What follows belongs to an exercise in optimizing a design on an open flow for small area; a production flow would make more cautious choices.
The RTL was checked by simulation tests, not by an equivalence proof against the original design.

==> flow/design.v (excerpt) <==
module rgb2ycrcb(clk, rst, r, g, b, y, cr, cb);
	input        clk;
	input        rst;
	input  [9:0] r, g, b;
	output reg [9:0] y, cr, cb;
	reg [31:0] pa;
	reg [33:0] pb;
	reg rst1, rst2;
	wire kill = rst | rst1 | rst2;
	wire x1;
	gxn ux1 (.a(r[0]), .b(g[0]), .y(x1));
	wire c2;
	assign c2 = (r[0] | ~g[0]);
	wire i3;
	assign i3 = ~g[1];
	wire s4;
	wire c5;
	fa us4 (.a(r[1]), .b(i3), .c(c2), .s(s4), .co(c5));
	wire i6;
	assign i6 = ~g[2];
	wire s7;
	wire c8;
	fa us7 (.a(r[2]), .b(i6), .c(c5), .s(s7), .co(c8));
	wire i9;
	assign i9 = ~g[3];
	wire s10;
	wire c11;
	fa us10 (.a(r[3]), .b(i9), .c(c8), .s(s10), .co(c11));
	wire i12;
	assign i12 = ~g[4];
	wire s13;
	wire c14;
	fa us13 (.a(r[4]), .b(i12), .c(c11), .s(s13), .co(c14));
	wire i15;
	assign i15 = ~g[5];
	wire s16;
	wire c17;
	fa us16 (.a(r[5]), .b(i15), .c(c14), .s(s16), .co(c17));
	wire i18;
	assign i18 = ~g[6];
	wire s19;
	wire c20;
	fa us19 (.a(r[6]), .b(i18), .c(c17), .s(s19), .co(c20));
	wire i21;
	assign i21 = ~g[7];
	wire s22;
	wire c23;
	fa us22 (.a(r[7]), .b(i21), .c(c20), .s(s22), .co(c23));
	wire i24;
	assign i24 = ~g[8];
	wire s25;
	wire c26;
	fa us25 (.a(r[8]), .b(i24), .c(c23), .s(s25), .co(c26));
	wire i27;
	assign i27 = ~g[9];
	wire s28;
	wire c29;
	fa us28 (.a(r[9]), .b(i27), .c(c26), .s(s28), .co(c29));
	wire x30;
	gxn ux30 (.a(b[0]), .b(g[0]), .y(x30));
	wire c31;
	assign c31 = (b[0] & ~g[0]);
	wire s32;
	wire c33;
	fa us32 (.a(b[1]), .b(i3), .c(c31), .s(s32), .co(c33));
	wire s34;
	wire c35;
	fa us34 (.a(b[2]), .b(i6), .c(c33), .s(s34), .co(c35));
	wire s36;
	wire c37;
	fa us36 (.a(b[3]), .b(i9), .c(c35), .s(s36), .co(c37));
	wire s38;
	wire c39;
	fa us38 (.a(b[4]), .b(i12), .c(c37), .s(s38), .co(c39));
	wire s40;
	wire c41;
  ...
Size in the first run: about 450 cells after synthesis, about 96 flip-flops, roughly 62 I/O pins.
export LEC_CHECK = 0
export CAP_MARGIN = 20
export CORE_MARGIN = 2
export CORE_UTILIZATION = 75
export GPL_TIMING_DRIVEN = 0
export SLEW_MARGIN = 20
export SYNTH_HIERARCHICAL = 1
export SYNTH_MINIMUM_KEEP_SIZE = 0
create_clock -name core_clock -period 6.0 [get_ports {clk}]
standard.sh (not shown) runs the stock make flow with config.mk's settings and CLKGATE_MAP_FILE= SYNTH_SCRIPT=/design/flow/synth_recipe.tcl, a recipe that flattens the netlist after the stock synthesis.
==> flow/flow/run.sh <==
#!/bin/bash
# Standard ORFS layout with two changes: small port buffers, and a clock tree of small
# buffers without dummy loads.
set -euo pipefail
bash standard.sh \
  "BUFFER_PORTS_ARGS=-buffer_cell sky130_fd_sc_hd__buf_1" \
  "CTS_ARGS=-sink_clustering_enable -repair_clock_nets -buf_list sky130_fd_sc_hd__clkbuf_8 -dont_use_dummy_load" \
  finish > make_finish.log 2>&1
The first run completed without violations.
Then changed:
- CORE_UTILIZATION: 75 -> 70
- GPL_TIMING_DRIVEN: 0 -> unset
Effect: The new run produced a clean layout; setup slack gets better by 0.075 ns; maximum frequency came out higher by 1.3%; non-clock buffer count came out higher by 8; global-route usage came out lower by 4.6 points; final area came out higher by 0.95%; first-iteration DRC count came out lower by 24%; die area came out higher by 6.8%.
Then changed:
- CORE_UTILIZATION: 70 -> 82
- GPL_TIMING_DRIVEN: unset -> 0
=> Non-clock buffer count fell by 8. Maximum frequency fell by 2.1%. Cell area fell by 0.90%. Clock-buffer cell count stays the same. Wire length rose by 32%. Setup slack loses 0.12 ns. Critical path depth stays the same. Via count rose by 10%. Synthesized cell count does not change.
Then changed:
- CORE_UTILIZATION: 82 -> 70
Routed wire length fell by 29%; clock skew is higher by 0.0055 ns; synthesized cell count does not change; global-route usage fell by 15 points.
Then changed:
==> flow/flow/run.sh (replaced) <==
#!/bin/bash
# Standard ORFS layout with two changes: small port buffers, and a clock tree of small
# buffers without dummy loads.
set -euo pipefail
bash standard.sh \
  "BUFFER_PORTS_ARGS=-buffer_cell sky130_fd_sc_hd__buf_1" \
  "CTS_ARGS=-sink_clustering_enable -repair_clock_nets -root_buf sky130_fd_sc_hd__clkbuf_8 -buf_list sky130_fd_sc_hd__clkbuf_4 -sink_clustering_size 6 -sink_clustering_max_diameter 25 -sink_clustering_levels 1 -dont_use_dummy_load" \
  finish > make_finish.log 2>&1
- CORE_UTILIZATION: 70 -> 75
What happened: Synthesized cell count stays the same. Non-clock buffer count drops by 1. Hold slack is about the same. Design area stays flat. Wire length climbs by roughly a tenth. Setup slack improved by 0.0063 ns.

---

## run G
Another version of the RTL of rgb2ycrcb (not shown whole).
Size in the first run: roughly 420 cells after synthesis, roughly 100 flip-flops, about 62 I/O pins.
==> flow/config.mk <==
export PLATFORM = sky130hd
export DESIGN_NAME = rgb2ycrcb
export DESIGN_NICKNAME = rgb2ycrcb
export VERILOG_FILES = /design/flow/design.v
export SDC_FILE = /design/flow/constraint.sdc
export NUM_CORES = 4
export LEC_CHECK = 0
export CAP_MARGIN = 20
export CORE_MARGIN = 2
export CORE_UTILIZATION = 80
export GPL_TIMING_DRIVEN = 0
export SLEW_MARGIN = 20
export SYNTH_HIERARCHICAL = 1
export SYNTH_MINIMUM_KEEP_SIZE = 0
==> flow/constraint.sdc <==
create_clock -name core_clock -period 6.0 [get_ports {clk}]
set_input_delay 1.2000 -clock core_clock [delete_from_list [all_inputs] [get_ports {clk}]]
set_output_delay 1.2000 -clock core_clock [all_outputs]
set_load 0.01 [all_outputs]
==> flow/flow/run.sh <==
#!/bin/bash
# Standard ORFS layout with two changes: small port buffers, and a clock tree of small
# buffers without dummy loads.
set -euo pipefail
bash standard.sh \
  "BUFFER_PORTS_ARGS=-buffer_cell sky130_fd_sc_hd__buf_1" \
  "CTS_ARGS=-sink_clustering_enable -repair_clock_nets -buf_list sky130_fd_sc_hd__clkbuf_8 -dont_use_dummy_load" \
  finish > make_finish.log 2>&1
For run A, these inputs were changed with respect to run G:
Settings: CORE_UTILIZATION now 75, was 80.
## What came out
As of run A, met2 wire length had fallen by more than 10% compared to run G.
For the wire length on met1, run A came in about 1% higher than run G did.
[compare] base=run G new=run A: wire length after detailed routing dropped about 9%; multi-input combinational cell area barely changed.

port drivers added, routing unchanged:
No port has a modelled driver above. Below, the same layouts with a new extraction and two added sets of constraints. Step 1 sets driving cells, clkbuf_16 on the clock port and buf_2 on the other inputs (assumed; they add their load-dependent delay and slew). Step 2 also shifts input and output timing later by t, the mid clock arrival at the registers, as if the neighbouring blocks saw the same clock. Slacks: ideal / step 1 / step 2; pairs: ideal / step 1.
run | shift t [ns] | slack for setup (ns) | hold slack, ns | latest minus earliest clock arrival (ns) | pins driven straight from the clock port
the first run of note 1 | 0.387 | 0.288 / 0.288 / 0.288 | 0.333 / 0.333 / 0.333 | 0.037 / 0.037 | 1
the second run of note 1 | 0.389 | 0.363 / 0.363 / 0.363 | 0.371 / 0.371 / 0.371 | 0.038 / 0.038 | 1
the third run of note 1 | 0.387 | 0.240 / 0.240 / 0.240 | 0.335 / 0.335 / 0.335 | 0.032 / 0.031 | 1
the fourth run of note 1 | 0.374 | 0.281 / 0.281 / 0.281 | 0.331 / 0.331 / 0.331 | 0.039 / 0.039 | 1
the fifth run of note 1 | 0.387 | 0.288 / 0.288 / 0.288 | 0.333 / 0.333 / 0.333 | 0.037 / 0.037 | 1
run G | 0.385 | 0.204 / 0.204 / 0.204 | 0.342 / 0.342 / 0.342 | 0.038 / 0.038 | 1
run A | 0.380 | 0.103 / 0.103 / 0.103 | 0.319 / 0.319 / 0.319 | 0.034 / 0.033 | 1
After both steps setup and hold are still met in every run listed.
